This design comes from an exercise in tuning for small area and a short achievable clock period on the open sky130 flow, not from production work.
RTL that was checked went through simulation tests only; none was proved equivalent to the original.
Function not checked in runs 1 to 5, 7 and 8: the RTL went through the layout flow alone.
No activity file was given, so power comes from the tool's default toggle rates.

$ cat flow/config.mk
export PLATFORM = sky130hd
export DESIGN_NAME = fixedFloatConversion
export DESIGN_NICKNAME = fixedFloatConversion
export VERILOG_FILES = /design/flow/design.v
export SDC_FILE = /design/flow/constraint.sdc
export NUM_CORES = 4
export LEC_CHECK = 0
export ABC_AREA = 1
export CAP_MARGIN = 20
export CORE_MARGIN = 2
export CORE_UTILIZATION = 40
export SETUP_SLACK_MARGIN = 3
export SLEW_MARGIN = 20
export TNS_END_PERCENT = 0
$ cat flow/constraint.sdc
create_clock -name core_clock -period 9.0 [get_ports {clk}]
set_input_delay 1.8000 -clock core_clock [delete_from_list [all_inputs] [get_ports {clk}]]
set_output_delay 1.8000 -clock core_clock [all_outputs]
set_load 0.01 [all_outputs]
$ cat flow/design.v
`timescale 1ns / 1ps
module fixedFloatConversion(
  input wire clk,
  input wire rst,
  input wire[31:0] targetnumber,
  input wire[4:0] fixpointpos,
  input wire opcode,
  output reg[31:0] result);
wire        s  = targetnumber[31];
wire [30:0] t  = targetnumber[30:0];
wire        nz = |t;
wire [4:0] lz;
lzc32 ulz (.w({t ^ {31{s}}, 1'b1}), .lz(lz));
wire [9:0] d     = 10'd150 - {5'd0, fixpointpos} - {2'd0, targetnumber[30:23]};
wire       valid = (d[9:5] == 5'd0);
wire [4:0] bsh   = ~d[4:0];
wire [54:0] x0 = opcode ? {31'd0, 1'b1, t[22:0]} : {t, 24'd0};
wire [4:0]  sh = opcode ? bsh : lz;
wire [54:16] x1 = sh[4] ? x0[38:0]  : x0[54:16];
wire [54:24] x2 = sh[3] ? x1[46:16] : x1[54:24];
wire [54:28] x3 = sh[2] ? x2[50:24] : x2[54:28];
wire [54:30] x4 = sh[1] ? x3[52:28] : x3[54:30];
wire [54:31] y  = sh[0] ? x4[53:30] : x4[54:31];
wire st = (~sh[4] & |x0[15:0]) | (~sh[3] & |x1[23:16]) | (~sh[2] & |x2[27:24])
        | (~sh[1] & |x3[29:28]) | (~sh[0] & x4[30]);
wire        cin = ~opcode & st;
wire [24:0] vp;                  
prefix_or #(.N(25)) pb (.a({y[54:31], cin}), .y(vp));
wire [23:0] low = y[54:31] ^ ({24{s}} & vp[23:0]);
wire [7:0]  e0 = 8'd157 - {3'd0, fixpointpos} - {3'd0, lz};
wire [7:0]  e  = (s & ~vp[24]) ? e0 + 8'd1 : e0;
wire keep = opcode ? valid : nz;
always @(posedge clk) begin
  result[22:0]  <= keep ? low[22:0] : 23'd0;
  result[30:23] <= keep ? (opcode ? {{7{s & vp[24]}}, low[23]} : e) : 8'd0;
  result[31]    <= keep & s & (~opcode | vp[24]);
end
endmodule
module lzc32 (
  input  wire [31:0] w,
  output wire [4:0]  lz);
  wire [15:0] z1; wire [15:0] c1;
  wire [7:0]  z2; wire [15:0] c2;
  wire [3:0]  z3; wire [11:0] c3;
  wire [1:0]  z4; wire [7:0]  c4;
  genvar i;
  generate
    for (i = 0; i < 16; i = i + 1) begin : l1
      assign z1[i] = ~(w[2*i+1] | w[2*i]);
      assign c1[i] = ~w[2*i+1];
    end
    for (i = 0; i < 8; i = i + 1) begin : l2
      assign z2[i] = z1[2*i+1] & z1[2*i];
      assign c2[2*i+1:2*i] = z1[2*i+1] ? {1'b1, c1[2*i]} : {1'b0, c1[2*i+1]};
    end
    for (i = 0; i < 4; i = i + 1) begin : l3
      assign z3[i] = z2[2*i+1] & z2[2*i];
      assign c3[3*i+2:3*i] = z2[2*i+1] ? {1'b1, c2[4*i+1:4*i]} : {1'b0, c2[4*i+3:4*i+2]};
    end
    for (i = 0; i < 2; i = i + 1) begin : l4
      assign z4[i] = z3[2*i+1] & z3[2*i];
      assign c4[4*i+3:4*i] = z3[2*i+1] ? {1'b1, c3[6*i+2:6*i]} : {1'b0, c3[6*i+5:6*i+3]};
    end
  endgenerate
  assign lz = z4[1] ? {1'b1, c4[3:0]} : {1'b0, c4[7:4]};
endmodule
module prefix_or #(parameter N = 32) (
  input  wire [N-1:0] a,
  output wire [N-1:0] y);
  localparam L = $clog2(N);
  wire [N-1:0] p [0:L];
  assign p[0] = a;
  genvar k, i;
  generate
    for (k = 0; k < L; k = k + 1) begin : lv
      for (i = 0; i < N; i = i + 1) begin : bt
        if ((i >> k) & 1)
          assign p[k+1][i] = p[k][i] | p[k][((i >> k) << k) - 1];
        else
          assign p[k+1][i] = p[k][i];
      end
    end
  endgenerate
  assign y = p[L];
endmodule
$ cat flow/flow/run.sh
#!/bin/bash
# Standard layout with two changes:
#  - synthesis maps with the ABC script flow/map.abc (registers untouched:
#    abc runs without -dff, so the standard synthesis's flip-flops remain);
#  - the port buffers are the smallest buffer cell.
set -euo pipefail
W=$(pwd)
export BUFFER_PORTS_ARGS="-buffer_cell sky130_fd_sc_hd__buf_1"
{
  echo 'proc abc {args} {'
  echo '  set i [lsearch $args -script]'
  echo "  if {\$i >= 0} { lset args [expr {\$i+1}] $W/flow/map.abc }"
  echo '  yosys abc {*}$args'
  echo '}'
  cat "$W/synth_recipe.tcl"
} > "$W/my_synth.tcl"
sed -E "s#'?SYNTH_SCRIPT=[^ ']*'?#SYNTH_SCRIPT=$W/my_synth.tcl#" "$W/standard.sh" > "$W/my_standard.sh"
grep -q "SYNTH_SCRIPT=$W/my_synth.tcl" "$W/my_standard.sh"
bash "$W/my_standard.sh" > "$W/standard.log" 2>&1
$ cat flow/flow/map.abc
strash
dch -f
map -B 0.9
strash
dch -f
map -B 0.9
topo
stime -c
buffer -c
upsize -c
dnsize -c
$ cat flow/standard.sh
#!/bin/bash
# synth_recipe.tcl (not shown) runs the flow's synth.tcl, then flattens the netlist and writes it again
# the make line also repeats each setting of config.mk as NAME=value (left out here)
make -C /OpenROAD-flow-scripts/flow DESIGN_CONFIG=/design/flow/config.mk WORK_HOME=/design/flow/orfs CLKGATE_MAP_FILE= SYNTH_SCRIPT=/design/flow/synth_recipe.tcl "${@:-finish}"
==> flow_summary.json, run 1 <==
{
  "rsz0062_at_grt": "no",
  "largestRegisters": "result (32)",
  "worstSetupPathType": "in -> reg",
  "die-area_um2": 15000,
  "ys_top_cells_by_count": "nand2_1, nand3_1, inv_1",
  "start_util": 0.406,
  "clock-sinks": 32,
  "ant_nets": 0,
  "slew_headroom": 0.381,
  "wl_um": 16800,
  "synth-compound-area-share": 0.114,
  "p_leak_nw": 3.08,
  "cp.arrival_ns": 5.62,
  "fin_crit_sh": 0.609,
  "synth_top_area_frac": 0.247,
  "synth_top_family_by_area": "simple AND/OR/NAND/NOR gates",
  "cp_common_cell": "nand3_1",
  "yosysMostFrequentCell": "nand2_1",
  "peakVddDrop_uv": 74.8,
  "place_congestion": 0.973,
  "synth_xor_area_frac": 0.0250,
  "num_vias": 6759,
  "slowest_delay_ns": 0.33,
  "cts_buffers": 5,
  "clock_path_buffers": 2,
  "layout_min_cycle_time_ns": 5.48,
  "regMostFlops": "result",
  "worstMarginPinSlew_ns": 0.929,
  "clk_pin_slew_worst_paths_ns": 0.05,
  "grt_use_total": 0.230,
  "placement_rows": 43,
  "timing_hold_violations_final": 0,
  "slew_violations": 0,
  "cp_slowest_cell": "buf_6",
  "antenna_cells": 0,
  "cts_tree": "built",
  "fin_cells": 1266,
  "coreArea_um2": 13800,
  "synthCells": 1052,
  "wl_per_cell_um": 13.3,
  "ys_types": 44,
  "die_x_um": 122,
  "yosysTopAreaCell": "nand2_1",
  "antenna_found_initial": 0,
  "synth_fa_ha_area_frac": 0.0496,
  "multi_input_area_um2": 4270,
  "setup_viol": 0,
  "path_delay_family": "simple AND/OR/NAND/NOR gates",
  "area_delta_synth_final_pct": 7.92,
  "io_buffers": 70,
  "synthArstFlopShare": 0,
  "vias_per_cell": 5.34,
  "layout.nets": 1146,
  "hp-class": "in -> reg",
  "grt_max_degree": 57,
  "syn_area_per_cell_um2": 5.32,
  "ys.flop_type": "dfxtp_1",
  "setup-tns-final_ns": 0,
  "synth_edf_count": 0,
  "finalCoreUtilization": 0.438,
  "seq_area_um2": 641,
  "cp_max_fo": 33,
  "cts_root_buf": "clkbuf_16",
  "pwr_density_cell_nw_per_um2": 141,
  "timing.hold.ws_ns": 2.10,
  "ys.warnings.count": 2,
  "dr.pass1.iters": 5,
  "grt_pass1_vias": 6043,
  "crit_buf_inv": 5,
  "drtIter0Drc": 672,
  "drc": 0,
  "ys_seq_area_frac": 0.114,
  "dp_hpwl_um": 12800,
  "grt_overflow": 0,
  "ios": 72,
  "htreeDepth": 2,
  "netlist_area_um2": 5600,
  "synth_mux_area_frac": 0,
  "critPathRequiredTime_ns": 9.14,
  "largest_reg_flops": 32,
  "drive_gt1_frac": 0.0654,
  "die_h_um": 122,
  "power_mw": 0.850,
  "syn-num-nets": 1113,
  "synth-simple-area-share": 0.569,
  "start_kind": "primary input",
  "cap_violations": 0,
  "dp.cells": 1251,
  "cp-end-kind": "flip-flop",
  "synth.ff_latch_count": 32,
  "fmax_mhz": 182,
  "status": "timing/DRC/antenna clean",
  "fillers": 1618,
  "grt_pass1_wl_um": 28200,
  "synth.top_cells.by_area": "nand2_1, nand3_1, dfxtp_1"
}
[repair_timing]
action	in CTS	in global routing
endpoints found under the setup margin	21	26
hold buffers	0	0
endpoints found under the hold margin	0	0
buffers inserted	0	7
pin swaps	0	2
gates resized for setup	4	7
[worst paths after layout]
check | endpoint | cells after the start | startpoint | slack, ns
max | result[26]$_SDFF_PP0_ | 26 | targetnumber[31] | 3.52
min | result[23]$_SDFF_PP0_ | 5 | fixpointpos[0] | 2.10
[routing by layer]
| metal | global-route usage | routed length [um] | vias up |
|---|---|---|---|
| met5 | 0 | 0 | - |
| met4 | 0.0733 | 423 | 0 |
| met3 | 0.0349 | 827 | 30 |
| met2 | 0.386 | 7860 | 175 |
| met1 | 0.303 | 7670 | 3029 |
| li1 | - | - | 3525 |
[report_power, final]
group	internal, mW	switching (mW)
sequential	0.171	0.00637
clock	0.109	0.0574
combinational	0.161	0.346
[area by class of cell]
type,instances,area share
flip-flops and latches,32,0.106
repair buffers,81,0.0607
well taps,180,0.0373
inverters,101,0.0636
clock buffers,6,0.0230
multi-input cells,864,0.708
clock inverters,2,0.00166
[cell usage in the layout, fill, tap and decap left out, types with 9 or more instances in the layout]
master,n
buf_1,68
nand4_1,10
ha_1,19
a21oi_1,45
inv_1,94
nand2_1,365
xor2_1,9
nand3_1,248
nand2_2,19
o21ai_0,39
nor2_1,40
buf_4,9
dfxtp_1,32
[kinds of logic (layout without fill, tap and decap cells)]
family                   count (synthesis)  in the layout
XOR/XNOR                                16             16
AND/OR/NAND/NOR                        715            715
AO/OA/AOI/OAI                          112            112
adder cells (fa/ha/maj)                 21             21
flip-flops                              32             32
buffers and inverters                  156            190
[stage by stage]
stage | worst slack, ns | cell area [um^2]
2_1_floorplan | 4.25 | 5600
5_1_grt | 3.04 | 6040
3_3_place_gp | 2.47 | 5780
3_5_place_dp | 2.47 | 5780
6_report | 3.52 | 6040
4_1_cts | 3.07 | 5950
==> inputs of run 2 (changes only) <==
==> flow/flow/map.abc (replaced) <==
strash
dch -f
map -B 0.9
==> run 2 against run 1 <==
  * Critical endpoint is now result[30]$_SDFF_PP0_
  * Sequential cell count unchanged
  * Synthesized cell count decreased by 8.7%
  * Via count decreased by 2.7%
  * Total power decreased by 0.64%
  * Sequential share of layout area increased by 0.31 points
  * Cell count decreased by 3.6%
  * Global-route usage increased by 1.2 points
  * Still clean
  * Worst setup slack got worse by 0.096 ns
  * Count of clock-buffer cells in the layout unchanged
  * Critical path depth increased by 5
  * Sequential power about the same
  * First-iteration DRC count decreased by 30%
==> flow_summary.json, run 2 <==
{
  "largest_reg_flops": 32,
  "clock-sinks": 32,
  "dr.pass1.iters": 9,
  "synth_top_family_by_area": "simple AND/OR/NAND/NOR gates",
  "multi_input_area_um2": 4040,
  "synth_xor_area_frac": 0.0212,
  "setup_slack_ns": 3.42,
  "setup_viol": 0,
  "worstSetupPathType": "in -> reg",
  "die_x_um": 115,
  "cts_buffers": 5,
  "cts_tree": "built",
  "fin_crit_sh": 0.620,
  "ys_types": 24,
  "netlist_area_um2": 4960,
  "postCtsHoldBufs": 0,
  "fmax_mhz": 179,
  "cp-end-kind": "flip-flop",
  "antenna_found_initial": 0,
  "synth-compound-area-share": 0.108,
  "synth.top_cells.by_area": "nand2_1, nand3_1, dfxtp_1",
  "htreeDepth": 2,
  "clock_path_buffers": 2,
  "seq_area_um2": 641,
  "rsz0062_at_grt": "yes",
  "synth_edf_count": 0,
  "met1_usage": 0.327,
  "syn-num-nets": 1021,
  "cp.arrival_ns": 5.78,
  "grt_max_degree": 61,
  "drive_gt1_frac": 0.0456,
  "io_buffers": 70,
  "grt_use_total": 0.243,
  "clk_pin_slew_worst_paths_ns": 0.05,
  "synth_mux_area_frac": 0,
  "setup-tns-final_ns": 0,
  "wl_um": 16100,
  "die-area_um2": 13300,
  "grt_pass1_wl_um": 26900,
  "synth_fa_ha_area_frac": 0.0560,
  "cp_max_fo": 19,
  "grt_pass1_vias": 5776,
  "ys.flop_type": "dfxtp_1",
  "worstMarginPinSlew_ns": 0.584,
  "yosysMostFrequentCell": "nand2_1",
  "cp_slowest_cell": "fa_1",
  "holdPathEnd": "result[23]$_SDFF_PP0_",
  "synthArstFlopShare": 0,
  "grt_busiest_layer": "met2",
  "start_kind": "primary input",
  "cts_root_buf": "clkbuf_16",
  "ios": 72,
  "yosysTopAreaCell": "nand2_1",
  "worstHoldStart": "fixpointpos[0]",
  "status": "timing/DRC/antenna clean",
  "dp_hpwl_um": 12100,
  "met2_usage": 0.407,
  "hp-class": "in -> reg",
  "drtIter0Drc": 473,
  "pwr_density_cell_nw_per_um2": 144,
  "layout_min_cycle_time_ns": 5.58,
  "holdPathStages": 5,
  "timing_hold_violations_final": 0,
  "num_vias": 6576,
  "ant_nets": 0,
  "slew_violations": 0,
  "grtUsageMet3": 0.0337,
  "synth.ff_latch_count": 32,
  "area_delta_synth_final_pct": 18.2,
  "final_common_cell": "nand2_1",
  "final_cell_mix": "nand2_1, nand3_1, clkinv_1, buf_1, nor2_1",
  "slowest_delay_ns": 0.44,
  "ys_top_cells_by_count": "nand2_1, nand3_1, clkinv_1",
  "cap_violations": 0,
  "coreArea_um2": 12100,
  "wl_per_cell_um": 13.2,
  "cp_common_cell": "nand2_1",
  "grt_overflow": 0,
  "critPathRequiredTime_ns": 9.20,
  "post-place-ws_ns": 1.69,
  "ys.warnings.count": 2,
  "start_util": 0.411,
  "placement_rows": 40,
  "largestRegisters": "result (32)",
  "die_h_um": 115,
  "slew_headroom": 0.610,
  "synthCells": 960,
  "peakVddDrop_uv": 70.7,
  "ys_seq_area_frac": 0.129,
  "vias_per_cell": 5.39,
  "layout.nets": 1112,
  "place_congestion": 0.919,
  "p_leak_nw": 2.64,
  "synth_top_area_frac": 0.259,
  "synth-simple-area-share": 0.607,
  "regMostFlops": "result",
  "fillers": 1360,
  "antenna_cells": 0,
  "drc": 0,
  "syn_area_per_cell_um2": 5.17
}
[run 2: cell types whose count changed after synthesis, sizes merged, moves of 5 or more]
cell    change
buf        -41
o21ai      -11
clkbuf     -14
nand3       -6
nand4       +9
inv        -99
nand3b      +5
clkinv    +103
nand2      -44
nor2        +8
[run 2: area by class of cell]
| cell class | instances | share of cell area |
|---|---|---|
| Inverter | 105 | 0.0696 |
| Clock buffer | 6 | 0.0220 |
| Clock inverter | 2 | 0.00597 |
| Multi-Input combinational cell | 824 | 0.689 |
| Sequential cell | 32 | 0.109 |
| Timing Repair Buffer | 82 | 0.0672 |
| Timing Repair inverter | 1 | 0.000853 |
| Tap cell | 168 | 0.0358 |
[run 2: stage by stage]
step                instances  power (mW)  utilization  hold slack, ns  instance area, um^2
floorplan                 960       0.525            -            1.94                 4990
global placement         1206       0.644        0.458            2.19                 5530
detailed placement       1206       0.646        0.458            2.18                 5530
CTS                      1214       0.841        0.476            2.12                 5750
global route             1220       0.932        0.486            2.13                 5860
finish                   1220       0.844        0.486            2.11                 5860
[run 2: power breakdown]
group,switching (mW),total (mW),internal (mW),leakage (nW)
clock network,0.0565,0.186,0.130,0.0808
logic,0.327,0.482,0.156,2.29
registers,0.00589,0.176,0.170,0.267
[run 2: per-layer routing]
layer | routed length (um) | part of all wire
met3 | 832 | 0.052
met1 | 7480 | 0.46
met4 | 449 | 0.028
met5 | 0 | 0
met2 | 7350 | 0.46
[run 2: cells by family after synthesis]
group,count (synthesis)
buffers and inverters,105
adders and majority gates,21
DFF,32
and+or+nand+nor,691
AOI/OAI and AO/OA,99
xor gates and xnor gates,12
[run 2: worst max-delay path by stage]
stage | startpoint | to | cells past startpoint
CTS | targetnumber[31] | result[30]$_SDFF_PP0_ | 31
global placement | targetnumber[31] | result[26]$_SDFF_PP0_ | 24
finish | targetnumber[31] | result[30]$_SDFF_PP0_ | 31
floorplan | targetnumber[31] | result[24]$_SDFF_PP0_ | 19
detailed placement | targetnumber[31] | result[27]$_SDFF_PP0_ | 24
global route | fixpointpos[0] | result[26]$_SDFF_PP0_ | 26
[run 2: worst max-delay path: cells and delay by family]
family          cells  cell delay [ns]
buf+inv            10             1.14
compound gates      2             0.26
fa+ha+maj           3             0.92
simple gates       16             1.65
[run 2: timing repair]
action / 4_1_cts / 5_1_grt
pin swaps: 0 / 3
gates resized for setup: 14 / 20
setup endpoints to repair: 28 / 25
gates cloned: 0 / 3
setup buffers: 0 / 3
==> inputs of run 3 (changes only) <==
==> flow/flow/map.abc (replaced) <==
strash
dch -f
map -a
topo
stime -c
buffer -c
upsize -c
dnsize -c
==> run 3 against run 2 <==
  * Still clean
  * Worst setup slack got worse by 0.18 ns
  * Via count down 15%
  * Global-route usage down 3.3 points
  * Largest cell class unchanged
==> flow_summary.json, run 3 <==
{
  "synthArstFlopShare": 0,
  "synth.ff_latch_count": 32,
  "drtIter0Drc": 490,
  "grt_use_total": 0.210,
  "slowest_delay_ns": 0.37,
  "wl_per_cell_um": 13.7,
  "critPathRequiredTime_ns": 9.12,
  "synth_edf_count": 0,
  "ys_seq_area_frac": 0.129,
  "syn-num-nets": 888,
  "drc": 0,
  "cp_common_cell": "o21ai_1",
  "slew_violations": 0,
  "placement_rows": 40,
  "peakVddDrop_uv": 67.4,
  "cts_root_buf": "clkbuf_16",
  "fin_cells": 1062,
  "fillers": 1329,
  "vias_per_cell": 5.24,
  "finalCoreUtilization": 0.482,
  "hp-class": "in -> reg",
  "fin_crit_sh": 0.640,
  "antenna_cells": 0,
  "coreArea_um2": 12100,
  "synth_top_area_frac": 0.138,
  "die_h_um": 115,
  "p_seq_frac": 0.210,
  "dr.pass1.iters": 5,
  "layout.nets": 955,
  "worstMarginPinSlew_ns": 0.657,
  "start_kind": "primary input",
  "io_buffers": 70,
  "holdPathEnd": "result[31]$_DFF_P_",
  "grt_max_degree": 43,
  "holdPathStages": 3,
  "layout_min_cycle_time_ns": 5.76,
  "yosysTopAreaCell": "nand2_1",
  "start_util": 0.412,
  "cp_slowest_cell": "fa_2",
  "cp.arrival_ns": 5.88,
  "grt_overflow": 0,
  "wl_um": 14500,
  "rsz0062_at_grt": "no",
  "cp_max_fo": 8,
  "die-area_um2": 13300,
  "die_x_um": 115,
  "internal_power_mw": 0.453,
  "final_cell_mix": "nand2_1, nor2_1, inv_1, buf_1, o21ai_1",
  "grt_pass1_wl_um": 22800,
  "p_leak_nw": 2.61,
  "path_delay_family": "compound AO/OA/AOI/OAI gates",
  "area_delta_synth_final_pct": 17.0,
  "place_congestion": 0.912,
  "netlist_area_um2": 4970,
  "switchingPower_mw": 0.395,
  "cp-end-kind": "flip-flop",
  "pwr-share-comb": 0.610,
  "drive_gt1_frac": 0.160,
  "worstHoldStart": "targetnumber[31]",
  "fmax_mhz": 174,
  "ys.flop_type": "dfxtp_1",
  "power_mw": 0.848,
  "setup_viol": 0,
  "cts_tree": "built",
  "worstSetupPathType": "in -> reg",
  "crit_buf_inv": 7,
  "slew_headroom": 0.562,
  "largest_reg_flops": 32,
  "clock_path_buffers": 2,
  "largestRegisters": "result (32)",
  "syn_area_per_cell_um2": 6.01,
  "dp.cells": 1028,
  "pwr-share-clk": 0.180,
  "timing_hold_violations_final": 0,
  "pwr_density_cell_nw_per_um2": 146,
  "regMostFlops": "result",
  "postCtsHoldBufs": 0,
  "antenna_found_initial": 0,
  "ios": 72,
  "synth.top_cells.by_area": "nand2_1, dfxtp_1, nor2_1",
  "yosysMostFrequentCell": "nand2_1",
  "htreeDepth": 2,
  "timing.hold.ws_ns": 2.14,
  "ys_types": 65,
  "dp_hpwl_um": 10600,
  "cap_violations": 0,
  "ys.warnings.count": 2,
  "ys_top_cells_by_count": "nand2_1, nor2_1, inv_1",
  "setup-tns-final_ns": 0,
  "status": "timing/DRC/antenna clean",
  "final_common_cell": "nand2_1",
  "cts_buffers": 5,
  "ant_nets": 0,
  "swShare": 0.466,
  "synthCells": 827,
  "num_vias": 5568,
  "clock-sinks": 32,
  "clk_pin_slew_worst_paths_ns": 0.05,
  "grt_pass1_vias": 4740
}
## run 3: cell count changes after synthesis, moves of 14 or more
cell,change
nand2_1,-159
o21ai_1,+58
inv_2,+21
clkinv_1,-102
nor2_1,+26
nand4_1,-14
inv_1,+81
nand3_1,-220
## run 3: repair_timing
item                                    CTS  global route
resized for setup                         6            68
gates cloned                              3             5
hold endpoints to repair                  0             0
endpoints found under the setup margin   25            26
setup buffers                             3            16
pin swaps                                 3            17
## run 3: per-layer routing
metal  part of all wire  global-route usage
met1               0.48               0.296
met2               0.45               0.340
met3              0.058              0.0241
met4              0.014              0.0562
met5                  0                   0
## run 3: worst min-delay path: cells and delay by family
kind	cells	cell delay, ns
buffers and inverters	2	0.44
AOI/OAI and AO/OA	1	0.09
## run 3: worst max-delay path by stage
stage	startpoint	endpoint	depth (start not counted)
after floorplan	fixpointpos[0]	result[24]$_SDFF_PP0_	29
after global placement	targetnumber[31]	result[23]$_SDFF_PP0_	35
after detailed placement	targetnumber[31]	result[24]$_SDFF_PP0_	35
after CTS	fixpointpos[0]	result[24]$_SDFF_PP0_	33
after global routing	fixpointpos[1]	result[23]$_SDFF_PP0_	34
final	fixpointpos[0]	result[24]$_SDFF_PP0_	29
## run 3: cells by family after synthesis
group | synth area share
buffers and inverters | 0.141
multiplexers | 0.0121
AO/OA/AOI/OAI | 0.291
AND/OR/NAND/NOR | 0.310
XOR/XNOR | 0.0612
flip-flops | 0.129
adder cells (fa/ha/maj) | 0.0559
## run 3: layout make-up
cell class              instances  area [um^2]  share of cell area
clock buffers                   6          129              0.0222
clock inverters                 1         5.00            0.000861
inverters                     108          445              0.0766
multi-input cells             650         3840               0.660
flip-flops and latches         32          641               0.110
well taps                     168          210              0.0362
repair buffers                 96          538              0.0926
repair inverters                1         7.51             0.00129
## run 3: metrics by stage
stage                     setup slack, ns  area [um^2]
after global placement               2.21         5200
after CTS                            3.00         5400
final                                3.24         5810
after floorplan                      3.60         4970
after global routing                 2.94         5810
after detailed placement             2.28         5200
## run 3: power by group through the flow
stage / clock network, mW / registers [mW] / logic [mW]
after floorplan: 0 / 0.199 / 0.350
after global placement: 0 / 0.181 / 0.454
after detailed placement: 0 / 0.181 / 0.455
after CTS: 0.157 / 0.179 / 0.465
after global routing: 0.162 / 0.181 / 0.581
final: 0.153 / 0.178 / 0.517
==> inputs of run 4 (changes only) <==
==> flow/flow/map.abc (replaced) <==
strash
&get -n
&dch -f
&nf -R 1000
&put
topo
stime -c
buffer -c
upsize -c
dnsize -c
==> run 4 against run 3 <==
  * Sequential cell count stayed put
  * Cell area increased by 7.1%
  * Area after synthesis decreased by 9.0%
  * Worst setup slack got worse by 0.44 ns
  * Cell count is 13% lower
  * Via count decreased by 7.2%
  * Die area down 8.7%
  * Count of clock-buffer cells in the layout up 1
  * Synthesized cell count shrank 20%
  * Total power increased by 27%
  * Core utilization up 8.7 points
  * Clock power is 7% higher
  * Critical path type unchanged
  * Largest power group unchanged
  * Highest routed layer unchanged
==> flow_summary.json, run 4 <==
{
  "status": "timing/DRC/antenna clean",
  "die_h_um": 110,
  "ys.flop_type": "dfxtp_1",
  "dr.pass1.iters": 5,
  "timing_hold_violations_final": 0,
  "synthCells": 659,
  "io_buffers": 70,
  "num_vias": 5165,
  "ys_seq_area_frac": 0.142,
  "setup_viol": 0,
  "drive_gt1_frac": 0.251,
  "yosysMostFrequentCell": "nor2_1",
  "antenna_found_initial": 0,
  "htreeDepth": 2,
  "p_leak_nw": 2.55,
  "grt_overflow": 0,
  "placement_rows": 38,
  "layout.nets": 845,
  "synth_edf_count": 0,
  "regMostFlops": "result",
  "ys.warnings.count": 2,
  "grt_use_total": 0.240,
  "largest_reg_flops": 32,
  "fmax_mhz": 161,
  "synth_top_area_frac": 0.142,
  "pwr_density_cell_nw_per_um2": 174,
  "die_x_um": 110,
  "rsz0062_at_grt": "yes",
  "clk_pin_slew_worst_paths_ns": 0.04,
  "cp_max_fo": 14,
  "slew_violations": 0,
  "die-area_um2": 12200,
  "area_delta_synth_final_pct": 37.8,
  "clock-sinks": 32,
  "antenna_cells": 0,
  "cap_violations": 0,
  "grt_pass1_wl_um": 23100,
  "syn-num-nets": 720,
  "peakVddDrop_uv": 185,
  "final_cell_mix": "nor2_1, nand2_1, buf_4, a21oi_1, buf_1",
  "cts_buffers": 5,
  "wl_per_cell_um": 16.3,
  "largestRegisters": "result (32)",
  "synth.ff_latch_count": 32,
  "dp_hpwl_um": 9840,
  "setup_slack_ns": 2.80,
  "wl_um": 15000,
  "fin_crit_sh": 0.689,
  "start_kind": "primary input",
  "critPathRequiredTime_ns": 9.11,
  "ant_nets": 0,
  "crit_start": "fixpointpos[2]",
  "grt_pass1_vias": 4706,
  "endpoint": "result[27]$_SDFF_PP0_",
  "yosysTopAreaCell": "dfxtp_1",
  "coreArea_um2": 10900,
  "ios": 72,
  "start_util": 0.413,
  "layout_min_cycle_time_ns": 6.20,
  "drc": 0,
  "hp-class": "in -> reg",
  "vias_per_cell": 5.59,
  "setup-tns-final_ns": 0,
  "synth.top_cells.by_area": "dfxtp_1, mux2i_1, a21oi_1",
  "ys_types": 62,
  "place_congestion": 0.953,
  "drtIter0Drc": 292,
  "cts_root_buf": "clkbuf_16",
  "cp.arrival_ns": 6.31,
  "synthArstFlopShare": 0,
  "syn_area_per_cell_um2": 6.86,
  "ys_top_cells_by_count": "nor2_1, a21oi_1, nand2_1",
  "final_common_cell": "nor2_1",
  "slew_headroom": 0.407,
  "post-place-ws_ns": 0.975,
  "cts_tree": "built",
  "grt_max_degree": 50,
  "worstMarginPinSlew_ns": 0.867,
  "clock_path_buffers": 2,
  "cp-end-kind": "flip-flop",
  "netlist_area_um2": 4520,
  "worstSetupPathType": "in -> reg"
}
==> run 4: changes by cell type after synthesis, sizes merged, moves of 6 or more <==
cell	delta
a21oi	+19
o21a	+6
nand2	-112
nor2b	+10
o21ai	-57
nor2	-12
inv	-78
xnor2	+24
nand3	-8
mux2i	+44
o21bai	-14
==> run 4: logic make-up (layout without fill, tap and decap cells) <==
| family | Yosys count | after routing | share of synthesized area |
|---|---|---|---|
| fa+ha+maj | 21 | 21 | 0.0615 |
| xor+xnor | 62 | 62 | 0.120 |
| buf+inv | 64 | 181 | 0.0659 |
| flops | 32 | 32 | 0.142 |
| mux | 53 | 53 | 0.118 |
| simple gates | 243 | 243 | 0.256 |
| compound gates | 184 | 192 | 0.236 |
==> run 4: stage by stage <==
stage | hold WS [ns] | util | instances | instance area [um^2] | power (mW)
4_1_cts | 2.14 | 0.525 | 906 | 5750 | 0.997
6_report | 2.16 | 0.569 | 924 | 6230 | 1.08
5_1_grt | 2.19 | 0.569 | 924 | 6230 | 1.17
2_1_floorplan | 2.10 | - | 659 | 4550 | 0.613
3_5_place_dp | 2.18 | 0.446 | 838 | 4880 | 0.736
3_3_place_gp | 2.19 | 0.445 | 838 | 4870 | 0.725
==> run 4: timing repair <==
item / in CTS / in global routing
endpoints found under the setup margin: 32 / 25
cloned: 9 / 1
hold buffers: 0 / 0
setup buffers: 52 / 17
gates resized for setup: 56 / 75
pin swaps: 27 / 37
==> run 4: critical path: stages <==
cell	delay, ns
buf_2	0.15
and3_4	0.22
xor2_2	0.21
ha_4	0.25
a21oi_4	0.14
nand2_4	0.08
xor2_4	0.27
buf_6	0.15
a21oi_4	0.12
nor2_1	0.14
nor2_1	0.08
mux2i_1	0.23
nor2_1	0.09
a21oi_2	0.15
mux2i_2	0.11
nor2_1	0.14
a21oi_2	0.05
or2_1	0.25
or3_4	0.37
or4_4	0.46
nor2_8	0.18
nand3_4	0.12
or3_1	0.34
nand3_1	0.09
a21oi_1	0.07
==> run 4: final cells by class <==
class / count / area, um^2
inverter: 26 / 101
fill: 1055 / 4710
clock buffer: 7 / 153
multi-input combinational: 571 / 4170
sequential: 32 / 641
timing repair buffer: 148 / 985
tap: 140 / 175
==> run 4: how the worst min path moves through the flow <==
stage | from | endpoint | cells after the start
after global placement | result[6]$_SDFF_PP0_ | result[6] | 1
after CTS | targetnumber[31] | result[31]$_DFF_P_ | 4
after global routing | fixpointpos[0] | result[23]$_SDFF_PP0_ | 6
after floorplan | result[0]$_SDFF_PP0_ | result[0] | 0
final | fixpointpos[0] | result[23]$_SDFF_PP0_ | 6
after detailed placement | result[18]$_SDFF_PP0_ | result[18] | 1
==> run 4: metal layers <==
metal  vias to the layer above  global-route usage  part of all wire
li1                       2576                   -                 -
met1                      2353               0.318              0.44
met2                       197               0.412              0.48
met3                        39              0.0129             0.055
met4                         0              0.0920             0.028
met5                         -                   0                 0
==> run 4: where the power goes <==
group | switching [mW] | total [mW] | internal [mW]
clock | 0.0488 | 0.164 | 0.115
combinational | 0.412 | 0.727 | 0.315
sequential | 0.00831 | 0.189 | 0.181
==> inputs of run 5 (changes only) <==
==> flow/flow/map.abc (replaced) <==
strash
dch -f
map -a
==> run 5 against run 4 <==
  * Cell count grew 15%
  * Maximum frequency increased by 5.1%
  * Via count is 15% higher
  * Total power is 18% lower
  * Sequential share of layout area is 0.32 points higher
  * Synthesized cell count up 19%
  * Hold slack got worse by 0.24 ns
  * Combinational power down 24%
  * Sequential power down 5%
  * First-iteration DRC count grew 35%
  * Largest cell class unchanged
==> flow_summary.json, run 5 <==
{
  "status": "timing/DRC/antenna clean",
  "cap_violations": 0,
  "place_congestion": 0.959,
  "clock_path_buffers": 2,
  "fillers": 1145,
  "slew_headroom": 0.622,
  "cp_max_fo": 6,
  "placement_rows": 38,
  "die_x_um": 109,
  "ios": 72,
  "postCtsHoldBufs": 0,
  "peakVddDrop_uv": 93.9,
  "worstMarginPinSlew_ns": 0.566,
  "fmax_mhz": 170,
  "cts_root_buf": "clkbuf_8",
  "critPathRequiredTime_ns": 9.16,
  "wl_um": 16200,
  "synth.ff_latch_count": 32,
  "area_delta_synth_final_pct": 36.3,
  "coreArea_um2": 10800,
  "synth_edf_count": 0,
  "yosysMostFrequentCell": "nand2_1",
  "dp_hpwl_um": 10900,
  "cp-end-kind": "flip-flop",
  "drc": 0,
  "ys.flop_type": "dfxtp_1",
  "largest_reg_flops": 32,
  "final_common_cell": "nand2_1",
  "grt_pass1_wl_um": 24000,
  "syn_area_per_cell_um2": 5.64,
  "layout.nets": 980,
  "worstSetupPathType": "in -> reg",
  "p_leak_nw": 2.47,
  "cts_tree": "built",
  "timing_hold_violations_final": 0,
  "ant_nets": 0,
  "synthArstFlopShare": 0,
  "slowest_delay_ns": 0.38,
  "io_buffers": 70,
  "start_util": 0.408,
  "drive_gt1_frac": 0.187,
  "antenna_found_initial": 0,
  "hp-class": "in -> reg",
  "setup-tns-final_ns": 0,
  "ys.warnings.count": 2,
  "cts_buffers": 5,
  "clk_pin_slew_worst_paths_ns": 0.07,
  "regMostFlops": "result",
  "synth_top_area_frac": 0.159,
  "num_vias": 5926,
  "grt_overflow": 0,
  "cp_slowest_cell": "fa_2",
  "setup_viol": 0,
  "grt_use_total": 0.252,
  "die-area_um2": 11900,
  "slew_violations": 0,
  "pwr_density_cell_nw_per_um2": 146,
  "yosysTopAreaCell": "nand2_1",
  "grt_max_degree": 44,
  "antenna_cells": 0,
  "layout_min_cycle_time_ns": 5.90,
  "rsz0062_at_grt": "yes",
  "ys_seq_area_frac": 0.145,
  "start_kind": "primary input",
  "netlist_area_um2": 4430,
  "ys_top_cells_by_count": "nand2_1, o21ai_0, clkinv_1",
  "clock-sinks": 32,
  "ys_types": 33,
  "synth.top_cells.by_area": "nand2_1, dfxtp_1, o21ai_0",
  "power_mw": 0.883,
  "dr.pass1.iters": 6,
  "vias_per_cell": 5.59,
  "drtIter0Drc": 393,
  "wl_per_cell_um": 15.3,
  "largestRegisters": "result (32)",
  "cp.arrival_ns": 6.06,
  "grt_pass1_vias": 5077,
  "htreeDepth": 2,
  "fin_crit_sh": 0.655,
  "syn-num-nets": 846,
  "final_cell_mix": "nand2_1, nor2_1, clkinv_1, buf_1, a21oi_1",
  "die_h_um": 109,
  "finalCoreUtilization": 0.557,
  "synthCells": 785
}
## run 5: cell types whose count changed after synthesis, sizes merged, moves of 6 or more
cell / previous run / this run
o21a: 7 / 1
buf: 24 / 0
nand3: 17 / 25
o21ai: 59 / 116
nor2: 89 / 101
o21bai: 1 / 15
mux2i: 50 / 6
clkbuf: 14 / 0
clkinv: 1 / 108
xnor2: 35 / 11
inv: 25 / 0
a21oi: 82 / 63
nand2: 76 / 188
nor2b: 10 / 0
## run 5: metrics by stage
stage / setup slack, ns / cell area, um^2 / hold slack, ns / cells
final: 3.10 / 6040 / 1.93 / 1060
after global routing: 2.86 / 6040 / 1.92 / 1060
after CTS: 3.00 / 5420 / 1.98 / 1021
after detailed placement: 1.58 / 5010 / 2.19 / 998
after global placement: 1.69 / 5010 / 2.19 / 998
after floorplan: 3.00 / 4550 / 1.90 / 785
## run 5: power by group
| part | switching [mW] | internal, mW | leakage, nW |
|---|---|---|---|
| Combinational | 0.357 | 0.197 | 2.14 |
| Sequential | 0.00669 | 0.172 | 0.267 |
| Clock | 0.0528 | 0.0976 | 0.0645 |
## run 5: logic make-up (layout without fill, tap and decap cells)
| family | count (synthesis) | count (layout) | share of synthesized area |
|---|---|---|---|
| multiplexers | 6 | 6 | 0.0136 |
| XOR/XNOR | 33 | 33 | 0.0653 |
| AO/OA/AOI/OAI | 239 | 240 | 0.306 |
| adder cells (fa/ha/maj) | 21 | 21 | 0.0627 |
| buffers and inverters | 108 | 235 | 0.0916 |
| AND/OR/NAND/NOR | 346 | 353 | 0.317 |
| flip-flops | 32 | 32 | 0.145 |
## run 5: repair_timing
action / 4_1_cts / 5_1_grt
pin swaps: 10 / 41
endpoints found under the setup margin: 31 / 27
gates resized for setup: 39 / 132
hold endpoints to repair: 0 / 0
cloned: 6 / 8
buffers inserted: 9 / 31
## run 5: metal layers
metal	GRT usage	up-vias	routed length [um]	share of wire
met5	0	-	0	0
met4	0.105	0	786	0.048
met3	0.0167	58	1070	0.066
met2	0.421	246	7550	0.46
met1	0.335	2666	6840	0.42
li1	-	2956	-	-
## run 5: worst paths after layout
| check | from | endpoint | slack (ns) | cells past startpoint |
|---|---|---|---|---|
| min | targetnumber[31] | result[31]$_DFF_P_ | 1.93 | 3 |
| max | fixpointpos[0] | result[26]$_SDFF_PP0_ | 3.10 | 32 |
## run 5: cell type report
class / count / area [um^2] / share of cell area
clock buffer: 7 / 96.3 / 0.0160
clock inverter: 1 / 30.0 / 0.00498
inverter: 108 / 472 / 0.0782
multi-input combinational: 653 / 3850 / 0.638
sequential: 32 / 641 / 0.106
tap: 140 / 175 / 0.0290
timing repair buffer: 116 / 742 / 0.123
timing repair inverter: 3 / 26.3 / 0.00435
## run 5: worst max-delay path, delay by kind of cell
| kind | cells | cell delay, ns |
|---|---|---|
| AOI/OAI and AO/OA | 11 | 1.41 |
| and+or+nand+nor | 8 | 0.92 |
| muxes | 1 | 0.26 |
| adders and majority gates | 2 | 0.55 |
| buffers and inverters | 10 | 1.11 |
==> inputs of run 6 (changes only) <==
--- a/flow/design.v
+++ b/flow/design.v
@@ -67,7 +67,7 @@
 module prefix_or #(parameter N = 32) (
   input  wire [N-1:0] a,
   output wire [N-1:0] y);
-  localparam L = $clog2(N);
+  localparam L = 5;               
   wire [N-1:0] p [0:L];
   assign p[0] = a;
   genvar k, i;
==> flow/flow/map.abc (replaced) <==
strash
dch -f
map -B 0.9
==> run 6 against run 5 <==
  * Still clean on timing, DRC and antenna
  * Clock power is 24% higher
  * Combinational power is 13% lower
  * Non-clock buffer count is 34 lower
  * Hold slack better by 0.19 ns
  * Cell area is 2.8% lower
  * First-iteration DRC count is 20% higher
  * Highest routed layer unchanged
==> flow_summary.json, run 6 <==
{
  "critPathRequiredTime_ns": 9.20,
  "cp-end-kind": "flip-flop",
  "io_buffers": 70,
  "fin_cells": 1220,
  "start_util": 0.411,
  "hp-class": "in -> reg",
  "cap_violations": 0,
  "start_kind": "primary input",
  "syn-num-nets": 1021,
  "placement_rows": 40,
  "postCtsHoldBufs": 0,
  "fmax_mhz": 179,
  "p_leak_nw": 2.64,
  "final_common_cell": "nand2_1",
  "final_area_um2": 5860,
  "met1_usage": 0.327,
  "cts_tree": "built",
  "cts_root_buf": "clkbuf_16",
  "slew_headroom": 0.610,
  "layout_min_cycle_time_ns": 5.58,
  "cp_slowest_cell": "fa_1",
  "final_cell_mix": "nand2_1, nand3_1, clkinv_1, buf_1, nor2_1",
  "die-area_um2": 13300,
  "ys.flop_type": "dfxtp_1",
  "ant_nets": 0,
  "fin_crit_sh": 0.620,
  "regMostFlops": "result",
  "htreeDepth": 2,
  "worstMarginPinSlew_ns": 0.584,
  "yosysTopAreaCell": "nand2_1",
  "area_delta_synth_final_pct": 18.2,
  "status": "timing/DRC/antenna clean",
  "slew_violations": 0,
  "cp_common_cell": "nand2_1",
  "netlist_area_um2": 4960,
  "synthArstFlopShare": 0,
  "cts_buffers": 5,
  "peakVddDrop_uv": 70.7,
  "synth.top_cells.by_area": "nand2_1, nand3_1, dfxtp_1",
  "fillers": 1360,
  "rsz0062_at_grt": "yes",
  "setup_slack_ns": 3.42,
  "drive_gt1_frac": 0.0456,
  "largestRegisters": "result (32)",
  "grt_overflow": 0,
  "syn_area_per_cell_um2": 5.17,
  "seq_area_um2": 641,
  "placed_area_um2": 5530,
  "dp_hpwl_um": 12100,
  "drtIter0Drc": 473,
  "synth_top_area_frac": 0.259,
  "coreArea_um2": 12100,
  "largest_reg_flops": 32,
  "clock_path_buffers": 2,
  "multi_input_area_um2": 4040,
  "met2_usage": 0.407,
  "ios": 72,
  "vias_per_cell": 5.39,
  "grt_max_degree": 61,
  "place_congestion": 0.919,
  "yosysMostFrequentCell": "nand2_1",
  "ys_types": 24,
  "die_h_um": 115,
  "ys_top_cells_by_count": "nand2_1, nand3_1, clkinv_1",
  "synthCells": 960,
  "num_vias": 6576,
  "antenna_cells": 0,
  "cp.arrival_ns": 5.78,
  "grt_use_total": 0.243,
  "grt_pass1_vias": 5776,
  "grtUsageMet3": 0.0337,
  "dr.pass1.iters": 9,
  "synth_edf_count": 0,
  "synth.ff_latch_count": 32,
  "grt_busiest_layer": "met2",
  "clk_pin_slew_worst_paths_ns": 0.05,
  "ys_seq_area_frac": 0.129,
  "antenna_found_initial": 0,
  "layout.nets": 1112,
  "post-place-ws_ns": 1.69,
  "setup_viol": 0,
  "cp_max_fo": 19,
  "ys.warnings.count": 2,
  "wl_per_cell_um": 13.2,
  "dp.cells": 1206,
  "setup-tns-final_ns": 0,
  "worstSetupPathType": "in -> reg",
  "pwr_density_cell_nw_per_um2": 144,
  "drc": 0,
  "timing_hold_violations_final": 0,
  "wl_um": 16100,
  "grt_pass1_wl_um": 26900,
  "slowest_delay_ns": 0.44,
  "clock-sinks": 32,
  "die_x_um": 115
}
==> run 6: area by class of cell <==
type,instances,area share
Multi-Input combinational cell,824,0.689
Inverter,105,0.0696
Tap cell,168,0.0358
Timing Repair Buffer,82,0.0672
Sequential cell,32,0.109
Clock buffer,6,0.0220
Timing Repair inverter,1,0.000853
Clock inverter,2,0.00597
==> run 6: routing by layer <==
layer | up-vias | routed length (um)
met1 | 2921 | 7480
li1 | 3428 | -
met5 | - | 0
met2 | 188 | 7350
met3 | 39 | 832
met4 | 0 | 449
==> run 6: timing repair <==
item,in CTS,in global routing
cloned,0,3
pin swaps,0,3
endpoints found under the setup margin,28,25
setup buffers,0,3
hold endpoints to repair,0,0
resized for setup,14,20
==> run 6: worst paths after layout <==
check | depth (start not counted) | from | to
worst max-delay path | 31 | targetnumber[31] | result[30]$_SDFF_PP0_
worst min-delay path | 5 | fixpointpos[0] | result[23]$_SDFF_PP0_
==> run 6: critical path, delay by kind of cell <==
| family | cells | cell delay (ns) |
|---|---|---|
| buf+inv | 10 | 1.14 |
| simple gates | 16 | 1.65 |
| fa+ha+maj | 3 | 0.92 |
| compound gates | 2 | 0.26 |
==> run 6: power by group <==
| group | internal [mW] | total, mW | leakage [nW] | switching, mW |
|---|---|---|---|---|
| Sequential | 0.170 | 0.176 | 0.267 | 0.00589 |
| Clock | 0.130 | 0.186 | 0.0808 | 0.0565 |
| Combinational | 0.156 | 0.482 | 2.29 | 0.327 |
==> run 6: logic make-up after synthesis <==
group                    count (synthesis)  share of synthesized area
XOR/XNOR                                12                     0.0212
flip-flops                              32                      0.129
AO/OA/AOI/OAI                           99                      0.108
buffers and inverters                  105                     0.0794
AND/OR/NAND/NOR                        691                      0.607
adder cells (fa/ha/maj)                 21                     0.0560
==> run 6: stage by stage <==
step	hold slack, ns	util	power (mW)
floorplan	1.94	-	0.525
global placement	2.19	0.458	0.644
detailed placement	2.18	0.458	0.646
CTS	2.12	0.476	0.841
global route	2.13	0.486	0.932
finish	2.11	0.486	0.844
==> inputs of run 7 (changes only) <==
--- a/flow/design.v
+++ b/flow/design.v
@@ -14,15 +14,20 @@
 wire [9:0] d     = 10'd150 - {5'd0, fixpointpos} - {2'd0, targetnumber[30:23]};
 wire       valid = (d[9:5] == 5'd0);
 wire [4:0] bsh   = ~d[4:0];
-wire [54:0] x0 = opcode ? {31'd0, 1'b1, t[22:0]} : {t, 24'd0};
+wire [54:0] xa = {t, 24'd0};
+wire [54:0] xb = {31'd0, 1'b1, t[22:0]};
 wire [4:0]  sh = opcode ? bsh : lz;
-wire [54:16] x1 = sh[4] ? x0[38:0]  : x0[54:16];
+wire pa1 = ~opcode & lz[4];
+wire pa0 = ~opcode & ~lz[4];
+wire pb1 = opcode & bsh[4];
+wire pb0 = opcode & ~bsh[4];
+wire [54:16] x1 = ({39{pa1}} & xa[38:0]) | ({39{pa0}} & xa[54:16])
+                | ({39{pb1}} & xb[38:0]) | ({39{pb0}} & xb[54:16]);
 wire [54:24] x2 = sh[3] ? x1[46:16] : x1[54:24];
 wire [54:28] x3 = sh[2] ? x2[50:24] : x2[54:28];
 wire [54:30] x4 = sh[1] ? x3[52:28] : x3[54:30];
 wire [54:31] y  = sh[0] ? x4[53:30] : x4[54:31];
-wire st = (~sh[4] & |x0[15:0]) | (~sh[3] & |x1[23:16]) | (~sh[2] & |x2[27:24])
-        | (~sh[1] & |x3[29:28]) | (~sh[0] & x4[30]);
+wire st = (~sh[2] & |x2[27:24]) | (~sh[1] & |x3[29:28]) | (~sh[0] & x4[30]);
 wire        cin = ~opcode & st;
 wire [24:0] vp;                  
 prefix_or #(.N(25)) pb (.a({y[54:31], cin}), .y(vp));
==> flow/flow/map.abc (replaced) <==
strash
dch -f
map -B 0.9
topo
stime -c
buffer -c
upsize -c
dnsize -c
==> run 7 against run 6 <==
  * Via count down 3.7%
  * Die area up 5.9%
  * Cell area down 3.1%
  * Cell count down 1.5%
  * Clock power down 12%
  * Synthesized cell count up 3.1%
  * Sequential cell count unchanged
  * Worst setup slack better by 0.029 ns
==> flow_summary.json, run 7 <==
{
  "start_kind": "primary input",
  "grt_use_total": 0.227,
  "final_cell_mix": "nand2_1, nand3_1, inv_1, buf_1, nor2_1",
  "cp_max_fo": 41,
  "hp-class": "in -> reg",
  "seq_area_um2": 641,
  "drtIter0Drc": 523,
  "coreArea_um2": 12700,
  "yosysMostFrequentCell": "nand2_1",
  "setup-tns-final_ns": 0,
  "fmax_mhz": 180,
  "fillers": 1490,
  "ant_nets": 0,
  "dr.pass1.iters": 5,
  "antenna_found_initial": 0,
  "start_util": 0.414,
  "largestRegisters": "result (32)",
  "drc": 0,
  "finalCoreUtilization": 0.446,
  "vias_per_cell": 5.27,
  "placed_area_um2": 5500,
  "grt_overflow": 0,
  "peakVddDrop_uv": 103,
  "synth.ff_latch_count": 32,
  "wl_um": 15700,
  "worstMarginPinSlew_ns": 0.836,
  "grt_max_degree": 59,
  "die-area_um2": 14100,
  "ios": 72,
  "p_leak_nw": 2.89,
  "pwr_density_cell_nw_per_um2": 147,
  "ys_types": 46,
  "synth_top_area_frac": 0.262,
  "cts_buffers": 5,
  "layout_min_cycle_time_ns": 5.55,
  "yosysTopAreaCell": "nand2_1",
  "largest_reg_flops": 32,
  "grt_pass1_wl_um": 27000,
  "synthArstFlopShare": 0,
  "drive_gt1_frac": 0.0592,
  "timing_hold_violations_final": 0,
  "postCtsHoldBufs": 0,
  "ys_seq_area_frac": 0.122,
  "synth_edf_count": 0,
  "status": "timing/DRC/antenna clean",
  "clk_pin_slew_worst_paths_ns": 0.05,
  "regMostFlops": "result",
  "ys.warnings.count": 2,
  "synthCells": 990,
  "clock_path_buffers": 2,
  "worstSetupPathType": "in -> reg",
  "slew_headroom": 0.443,
  "power_mw": 0.832,
  "clock-sinks": 32,
  "layout.nets": 1090,
  "multi_input_area_um2": 4000,
  "cp.arrival_ns": 5.69,
  "antenna_cells": 0,
  "die_x_um": 119,
  "wl_per_cell_um": 13.1,
  "syn-num-nets": 1051,
  "die_h_um": 119,
  "fin_crit_sh": 0.616,
  "final_common_cell": "nand2_1",
  "setup_viol": 0,
  "netlist_area_um2": 5270,
  "final_area_um2": 5680,
  "ys_top_cells_by_count": "nand2_1, nand3_1, inv_1",
  "num_vias": 6333,
  "io_buffers": 70,
  "post-place-ws_ns": 2.76,
  "place_congestion": 0.955,
  "cts_tree": "built",
  "area_delta_synth_final_pct": 7.84,
  "setup_slack_ns": 3.45,
  "grt_pass1_vias": 5785,
  "placement_rows": 41,
  "critPathRequiredTime_ns": 9.14,
  "htreeDepth": 2,
  "syn_area_per_cell_um2": 5.32,
  "synth.top_cells.by_area": "nand2_1, nand3_1, dfxtp_1",
  "ys.flop_type": "dfxtp_1",
  "slew_violations": 0,
  "dp_hpwl_um": 12100,
  "cp-end-kind": "flip-flop",
  "cts_root_buf": "clkbuf_16",
  "cap_violations": 0,
  "rsz0062_at_grt": "yes"
}
## run 7: critical path: stages
cell	delay, ns
buf_1	0.61
inv_1	0.39
buf_4	0.38
or2_2	0.35
nand2_2	0.40
nand3_1	0.18
nand3_1	0.16
nand3_1	0.11
nand2_1	0.13
nand2_1	0.07
nand2_2	0.11
nand2_1	0.07
nor2_1	0.10
nand2_1	0.08
nor2_4	0.25
nand2_1	0.15
nand3_1	0.22
a21oi_1	0.11
## run 7: kinds of logic (layout without fill, tap and decap cells)
family / count (synthesis) / after routing / synth area share
flip-flops: 32 / 32 / 0.122
AO/OA/AOI/OAI: 110 / 110 / 0.119
adder cells (fa/ha/maj): 21 / 21 / 0.0527
XOR/XNOR: 7 / 7 / 0.0116
AND/OR/NAND/NOR: 680 / 680 / 0.573
buffers and inverters: 140 / 180 / 0.122
## run 7: cell type report
class,instances,share of cell area
timing repair inverter,1,0.000881
inverter,96,0.0650
clock buffer,8,0.0258
tap,172,0.0379
timing repair buffer,75,0.0537
multi-input combinational,818,0.704
sequential,32,0.113
## run 7: layer usage
metal	routed length [um]	GRT usage	up-vias	part of all wire
li1	-	-	3323	-
met1	7050	0.294	2820	0.45
met2	7640	0.409	174	0.49
met3	894	0.0304	16	0.057
met4	134	0.0305	0	0.0085
met5	0	0	-	0
## run 7: where the power goes
part	internal (mW)	switching, mW
logic	0.156	0.335
registers	0.171	0.00650
clock network	0.110	0.0540
## run 7: final timing paths
| check | from | endpoint | slack, ns | cells after the start |
|---|---|---|---|---|
| min | targetnumber[31] | result[31]$_DFF_P_ | 2.13 | 4 |
| max | opcode | result[25]$_SDFF_PP0_ | 3.45 | 18 |
## run 7: through the flow
stage / std cells / hold slack, ns
floorplan: 990 / 2.10
global placement: 1192 / 2.19
detailed placement: 1192 / 2.19
CTS: 1200 / 2.17
global route: 1202 / 2.18
finish: 1202 / 2.13
## run 7: what timing repair did
action | 4_1_cts | 5_1_grt
setup endpoints to repair | 0 | 22
resized for setup | 0 | 8
setup buffers | 0 | 1
==> inputs of run 8 (changes only) <==
==> flow/flow/map.abc (replaced) <==
strash
dch -f
map -B 0.9
==> run 8 against run 7 <==
  * Sequential power about the same
  * Total power shrank 0.28%
  * First-iteration DRC count fell by 19%
  * Die area is 8.1% lower
  * Synthesized cell count down 4.4%
  * Largest cell class unchanged
  * Via count decreased by 1.1%
  * Combinational power shrank 2%
  * Wire length is 1.8% lower
  * Cell count fell by 1.9%
  * Hold slack worse by 0.026 ns
  * Sequential share of layout area grew 0.23 points
==> flow_summary.json, run 8 <==
{
  "fin_crit_sh": 0.631,
  "synth_mux_area_frac": 0,
  "drive_gt1_frac": 0.0388,
  "slowest_delay_ns": 0.57,
  "cts_root_buf": "clkbuf_16",
  "synth-compound-area-share": 0.125,
  "drc": 0,
  "clk_pin_slew_worst_paths_ns": 0.05,
  "ys_top_cells_by_count": "nand2_1, nand3_1, clkinv_1",
  "vias_per_cell": 5.31,
  "peakVddDrop_uv": 78.6,
  "power_mw": 0.830,
  "synth_xor_area_frac": 0.0127,
  "area_delta_synth_final_pct": 15.3,
  "slew_violations": 0,
  "largestRegisters": "result (32)",
  "rsz0062_at_grt": "yes",
  "p_leak_nw": 2.53,
  "syn-num-nets": 1007,
  "regMostFlops": "result",
  "switchingPower_mw": 0.390,
  "place_congestion": 0.920,
  "dr.pass1.iters": 4,
  "path_delay_family": "simple AND/OR/NAND/NOR gates",
  "yosysTopAreaCell": "nand2_1",
  "antenna_cells": 0,
  "synth_edf_count": 0,
  "pwr_density_cell_nw_per_um2": 149,
  "drtIter0Drc": 423,
  "grt_use_total": 0.246,
  "layout.nets": 1093,
  "io_buffers": 70,
  "fmax_mhz": 176,
  "coreArea_um2": 11900,
  "swShare": 0.470,
  "final_cell_mix": "nand2_1, nand3_1, clkinv_1, buf_1, nor2_1",
  "grt_pass1_wl_um": 26400,
  "worstSetupPathType": "in -> reg",
  "synthArstFlopShare": 0,
  "setup_viol": 0,
  "placement_rows": 40,
  "timing_hold_violations_final": 0,
  "cp_max_fo": 58,
  "clock-sinks": 32,
  "pwr-share-comb": 0.580,
  "final_area_um2": 5570,
  "critical_path.cell_chain": "clkbuf_2, buf_6, nand3_1, nand2_1, clkinv_1, nor2_1, nand2_1, nor2_4, nand3_1, nand2_1, clkinv_1, ha_1, clkinv_1, ha_1, fa_1, clkinv_1, nor4_1, nand2_1, nor2_1, nand4_1, nand2_1, nand2_1, a21oi_1",
  "cts_tree": "built",
  "wl_um": 15400,
  "ys.flop_type": "dfxtp_1",
  "start_kind": "primary input",
  "syn_area_per_cell_um2": 5.10,
  "ys_types": 27,
  "internal_power_mw": 0.440,
  "layout_min_cycle_time_ns": 5.68,
  "synth.ff_latch_count": 32,
  "start_util": 0.405,
  "die-area_um2": 13000,
  "antenna_found_initial": 0,
  "ys.warnings.count": 2,
  "worstMarginPinSlew_ns": 0.880,
  "hp-class": "in -> reg",
  "num_vias": 6263,
  "pwr-share-clk": 0.207,
  "placed_area_um2": 5320,
  "dp_hpwl_um": 11800,
  "die_x_um": 114,
  "status": "timing/DRC/antenna clean",
  "grt_pass1_vias": 5691,
  "wl_per_cell_um": 13.1,
  "ys_seq_area_frac": 0.133,
  "synth.top_cells.by_area": "nand2_1, nand3_1, dfxtp_1",
  "slew_headroom": 0.413,
  "htreeDepth": 2,
  "ios": 72,
  "synth_fa_ha_area_frac": 0.0576,
  "clock_path_buffers": 2,
  "postCtsHoldBufs": 0,
  "grt_max_degree": 59,
  "grt_overflow": 0,
  "timing.hold.ws_ns": 2.11,
  "largest_reg_flops": 32,
  "netlist_area_um2": 4830,
  "cp_common_cell": "nand2_1",
  "cp.arrival_ns": 5.87,
  "synth-simple-area-share": 0.597,
  "final_common_cell": "nand2_1",
  "ant_nets": 0,
  "setup-tns-final_ns": 0,
  "die_h_um": 114,
  "cts_buffers": 5,
  "critPathRequiredTime_ns": 9.19,
  "synth_top_area_frac": 0.298,
  "p_seq_frac": 0.213,
  "cp-end-kind": "flip-flop",
  "cap_violations": 0,
  "synth_top_family_by_area": "simple AND/OR/NAND/NOR gates",
  "yosysMostFrequentCell": "nand2_1",
  "crit_buf_inv": 6,
  "cp_slowest_cell": "fa_1",
  "synthCells": 946
}
run 8: changes by cell type after synthesis, sizes merged:
| cell | before | now |
|---|---|---|
| buf | 37 | 0 |
| clkbuf | 7 | 0 |
| clkinv | 0 | 96 |
| inv | 96 | 0 |
run 8: final timing paths:
kind | from | endpoint | slack [ns] | cells past startpoint
setup / recovery | targetnumber[31] | result[30]$_SDFF_PP0_ | 3.32 | 23
hold / removal | targetnumber[31] | result[1]$_SDFF_PP0_ | 2.11 | 4
run 8: per-layer routing:
| layer | up-vias | track usage | wire (um) |
|---|---|---|---|
| li1 | 3343 | - | - |
| met1 | 2721 | 0.318 | 7070 |
| met2 | 182 | 0.438 | 7290 |
| met3 | 17 | 0.0335 | 884 |
| met4 | 0 | 0.0480 | 197 |
| met5 | - | 0 | 0 |
run 8: worst min-delay path, stage by stage:
cell      delay [ns]
clkbuf_2        0.12
inv_4           0.15
nor2_1          0.17
a21oi_1         0.08
run 8: power groups by stage:
| stage | Clock, mW | Sequential (mW) | Combinational [mW] |
|---|---|---|---|
| after global routing | 0.181 | 0.180 | 0.558 |
| final | 0.172 | 0.177 | 0.481 |
| after CTS | 0.175 | 0.177 | 0.475 |
| after detailed placement | 0 | 0.180 | 0.471 |
| after global placement | 0 | 0.180 | 0.470 |
| after floorplan | 0 | 0.196 | 0.332 |
run 8: layout make-up:
class / count / area (um^2)
Fill cell: 1403 / 6340
Tap cell: 147 / 184
Inverter: 96 / 369
Sequential cell: 32 / 641
Multi-Input combinational cell: 818 / 3880
Timing Repair Buffer: 79 / 335
Clock buffer: 7 / 153
run 8: cells by family (layout without fill, tap and decap cells):
| kind of cell | Yosys count | count (layout) |
|---|---|---|
| adders and majority gates | 21 | 21 |
| AOI/OAI and AO/OA | 110 | 110 |
| buffers and inverters | 96 | 182 |
| and+or+nand+nor | 680 | 680 |
| DFF | 32 | 32 |
| xor gates and xnor gates | 7 | 7 |
run 8: through the flow:
step | util | setup slack, ns | instances
2_1_floorplan | - | 3.04 | 946
5_1_grt | 0.467 | 2.97 | 1179
3_3_place_gp | 0.447 | 1.80 | 1169
3_5_place_dp | 0.447 | 1.79 | 1169
6_report | 0.467 | 3.32 | 1179
4_1_cts | 0.461 | 3.05 | 1176
run 8: repair_timing:
item,in CTS,in global routing
cloned,0,0
setup buffers,0,3
gates resized for setup,8,17
pin swaps,0,1
setup endpoints to repair,24,24
==> inputs of run 9 (changes only) <==
--- a/flow/design.v
+++ b/flow/design.v
@@ -32,8 +32,8 @@
 wire [24:0] vp;                  
 prefix_or #(.N(25)) pb (.a({y[54:31], cin}), .y(vp));
 wire [23:0] low = y[54:31] ^ ({24{s}} & vp[23:0]);
-wire [7:0]  e0 = 8'd157 - {3'd0, fixpointpos} - {3'd0, lz};
-wire [7:0]  e  = (s & ~vp[24]) ? e0 + 8'd1 : e0;
+wire        pow2 = s & (&(t[30:1] | ~t[29:0]));
+wire [7:0]  e  = 8'd157 - {3'd0, fixpointpos} - {3'd0, lz} + {7'd0, pow2};
 wire keep = opcode ? valid : nz;
 always @(posedge clk) begin
   result[22:0]  <= keep ? low[22:0] : 23'd0;
==> flow/flow/map.abc (replaced) <==
strash
dch -f
map -B 0.9
topo
stime -c
buffer -c
upsize -c
dnsize -c
==> run 9 against run 8 <==
  * First-iteration DRC count increased by 27%
  * Sequential share of layout area about the same
  * Critical path type unchanged
  * Cell area decreased by 0.18%
  * Area after synthesis increased by 7.3%
  * Cell count increased by 0.34%
  * Synthesized cell count increased by 2.7%
==> flow_summary.json, run 9 <==
{
  "status": "timing/DRC/antenna clean",
  "yosysMostFrequentCell": "nand2_1",
  "wl_per_cell_um": 13.4,
  "die-area_um2": 13900,
  "cts_root_buf": "clkbuf_16",
  "drive_gt1_frac": 0.0633,
  "cts_buffers": 5,
  "num_vias": 6257,
  "synth.top_cells.by_area": "nand2_1, nand3_1, dfxtp_1",
  "cp_slowest_cell": "o21ai_0",
  "slew_violations": 0,
  "post-place-ws_ns": 2.78,
  "path_delay_family": "simple AND/OR/NAND/NOR gates",
  "io_buffers": 70,
  "slowest_delay_ns": 0.34,
  "peakVddDrop_uv": 74.1,
  "start_util": 0.410,
  "grt_pass1_wl_um": 26800,
  "cts_tree": "built",
  "netlist_area_um2": 5180,
  "dp_hpwl_um": 12500,
  "dp.cells": 1175,
  "clock_path_buffers": 2,
  "ios": 72,
  "synth_top_area_frac": 0.270,
  "synthArstFlopShare": 0,
  "ys.warnings.count": 2,
  "holdPathEnd": "result[24]$_SDFF_PP0_",
  "vias_per_cell": 5.29,
  "worstSetupPathType": "in -> reg",
  "pwr_density_cell_nw_per_um2": 151,
  "place_congestion": 0.993,
  "layout_min_cycle_time_ns": 5.57,
  "drtIter0Drc": 538,
  "clk_pin_slew_worst_paths_ns": 0.05,
  "finalCoreUtilization": 0.440,
  "wl_um": 15900,
  "start_kind": "primary input",
  "fin_cells": 1183,
  "final_cell_mix": "nand2_1, nand3_1, nor2_1, inv_1, buf_1",
  "worstMarginPinSlew_ns": 0.971,
  "clock-sinks": 32,
  "cap_violations": 0,
  "power_mw": 0.838,
  "cp.arrival_ns": 5.73,
  "coreArea_um2": 12600,
  "syn_area_per_cell_um2": 5.33,
  "dr.pass1.iters": 5,
  "largest_reg_flops": 32,
  "die_h_um": 118,
  "setup_viol": 0,
  "crit_buf_inv": 4,
  "area_delta_synth_final_pct": 7.32,
  "drc": 0,
  "hp-class": "in -> reg",
  "grt_max_degree": 32,
  "ant_nets": 0,
  "fmax_mhz": 179,
  "ys_seq_area_frac": 0.124,
  "final_common_cell": "nand2_1",
  "ys_types": 43,
  "regMostFlops": "result",
  "grt_pass1_vias": 5505,
  "yosysTopAreaCell": "nand2_1",
  "ys.flop_type": "dfxtp_1",
  "p_leak_nw": 2.78,
  "layout.nets": 1071,
  "setup_slack_ns": 3.43,
  "critPathRequiredTime_ns": 9.16,
  "cp_common_cell": "nand2_1",
  "seq_area_um2": 641,
  "worstHoldStart": "opcode",
  "grt_overflow": 0,
  "multi_input_area_um2": 3950,
  "syn-num-nets": 1033,
  "cp_max_fo": 31,
  "crit_start": "targetnumber[31]",
  "ys_top_cells_by_count": "nand2_1, nand3_1, nor2_1",
  "grt_use_total": 0.228,
  "htreeDepth": 2,
  "synth.ff_latch_count": 32,
  "fin_crit_sh": 0.619,
  "synth_edf_count": 0,
  "critical_path.cell_chain": "clkbuf_4, buf_6, inv_4, nand2_1, nand2_1, nand2_1, nor2_4, nand2_2, o21ai_0, nand2_1, nand3_2, nand2_4, inv_4, nand3_1, nand3_1, nand2_1, nor2_2, nand3_2, nor2_4, nand4_1, nand2_1, nand2_1, nand2_2, nor2_1",
  "setup-tns-final_ns": 0,
  "antenna_found_initial": 0,
  "synthCells": 972,
  "cp-end-kind": "flip-flop",
  "antenna_cells": 0,
  "rsz0062_at_grt": "no",
  "fillers": 1493,
  "postCtsHoldBufs": 0,
  "largestRegisters": "result (32)",
  "timing_hold_violations_final": 0,
  "die_x_um": 118,
  "holdPathStages": 4,
  "slew_headroom": 0.353,
  "placement_rows": 41
}
-- run 9: cell types whose count changed in the layout (fill, tap and decap cells not counted), moves of 5 or more --
cell / before / now
nand2_1: 376 / 371
clkinv_1: 93 / 2
inv_1: 0 / 76
nor2_2: 1 / 8
nor2_1: 59 / 78
nand3_2: 0 / 8
nand2_2: 5 / 19
buf_4: 8 / 2
nor4_1: 8 / 3
nand3_1: 206 / 156
-- run 9: per-stage QoR --
| step | hold slack (ns) | cell area, um^2 |
|---|---|---|
| 5_1_grt | 2.12 | 5560 |
| 3_3_place_gp | 2.19 | 5390 |
| 6_report | 2.06 | 5560 |
| 3_5_place_dp | 2.19 | 5390 |
| 2_1_floorplan | 2.10 | 5180 |
| 4_1_cts | 2.05 | 5540 |
-- run 9: worst max path at each step --
| stage | endpoint | slack (ns) | cells after the start |
|---|---|---|---|
| after floorplan | result[23]$_SDFF_PP0_ | 4.20 | 25 |
| after global placement | result[24]$_SDFF_PP0_ | 2.76 | 26 |
| after detailed placement | result[24]$_SDFF_PP0_ | 2.78 | 26 |
| after CTS | result[24]$_SDFF_PP0_ | 3.05 | 26 |
| after global routing | result[24]$_SDFF_PP0_ | 3.00 | 27 |
| final | result[24]$_SDFF_PP0_ | 3.43 | 24 |
-- run 9: report_power, final --
group / switching, mW / internal (mW) / leakage (nW) / total (mW)
Sequential: 0.00567 / 0.171 / 0.267 / 0.177
Clock: 0.0546 / 0.110 / 0.0712 / 0.164
Combinational: 0.344 / 0.152 / 2.44 / 0.496
Total: 0.405 / 0.433 / 2.78 / 0.838
-- run 9: cells by family after synthesis --
logic type / count (synthesis) / synth area share
xor gates and xnor gates: 7 / 0.0118
AOI/OAI and AO/OA: 118 / 0.127
and+or+nand+nor: 671 / 0.569
adders and majority gates: 21 / 0.0536
DFF: 32 / 0.124
buffers and inverters: 123 / 0.116
-- run 9: final cells by class --
class,count,share of cell area
well taps,172,0.0387
inverters,81,0.0563
multi-input cells,817,0.711
clock buffers,8,0.0263
flip-flops and latches,32,0.115
repair buffers,73,0.0527
-- run 9: timing repair --
| item | CTS | global route |
|---|---|---|
| setup endpoints to repair | 0 | 26 |
| resized for setup | 0 | 8 |
| setup buffers | 0 | 0 |
-- run 9: routing by layer --
metal  vias up  wire length, um  part of all wire  GRT usage
met2       219             6910              0.44      0.364
met4         0              326             0.021     0.0595
met5         -                0                 0          0
met3        20              967             0.061     0.0170
met1      2772             7670              0.48      0.331
li1       3246                -                 -          -

[re-timing with driven ports]
How much do the figures lean on ideal ports? The routed layouts below were timed once more, with nothing changed but the port constraints.
Step 1 assumes that a clkbuf_16 drives the clock port and a buf_2 every other input.
Step 2 times the ports against the registers' clock, not the clock port: input delays grow and output delays shrink by t, the midpoint of the rising clock arrivals with the driver on.
a / b / c = ideal / step 1 / step 2; a / b = the first two.
run	t, ns	slack for setup (ns)
run 1	0.309	3.518 / 3.530 / 3.221
run 2	0.305	3.422 / 3.433 / 3.128
run 3	0.300	3.240 / 3.255 / 2.954
run 4	0.294	2.800 / 2.727 / 2.432
run 5	0.311	3.103 / 3.115 / 2.804
run 6	0.305	3.422 / 3.433 / 3.128
run 7	0.305	3.452 / 3.462 / 3.156
run 8	0.310	3.320 / 3.331 / 3.021
run 9	0.306	3.425 / 3.443 / 3.136
After both steps setup and hold are still met in every run listed.
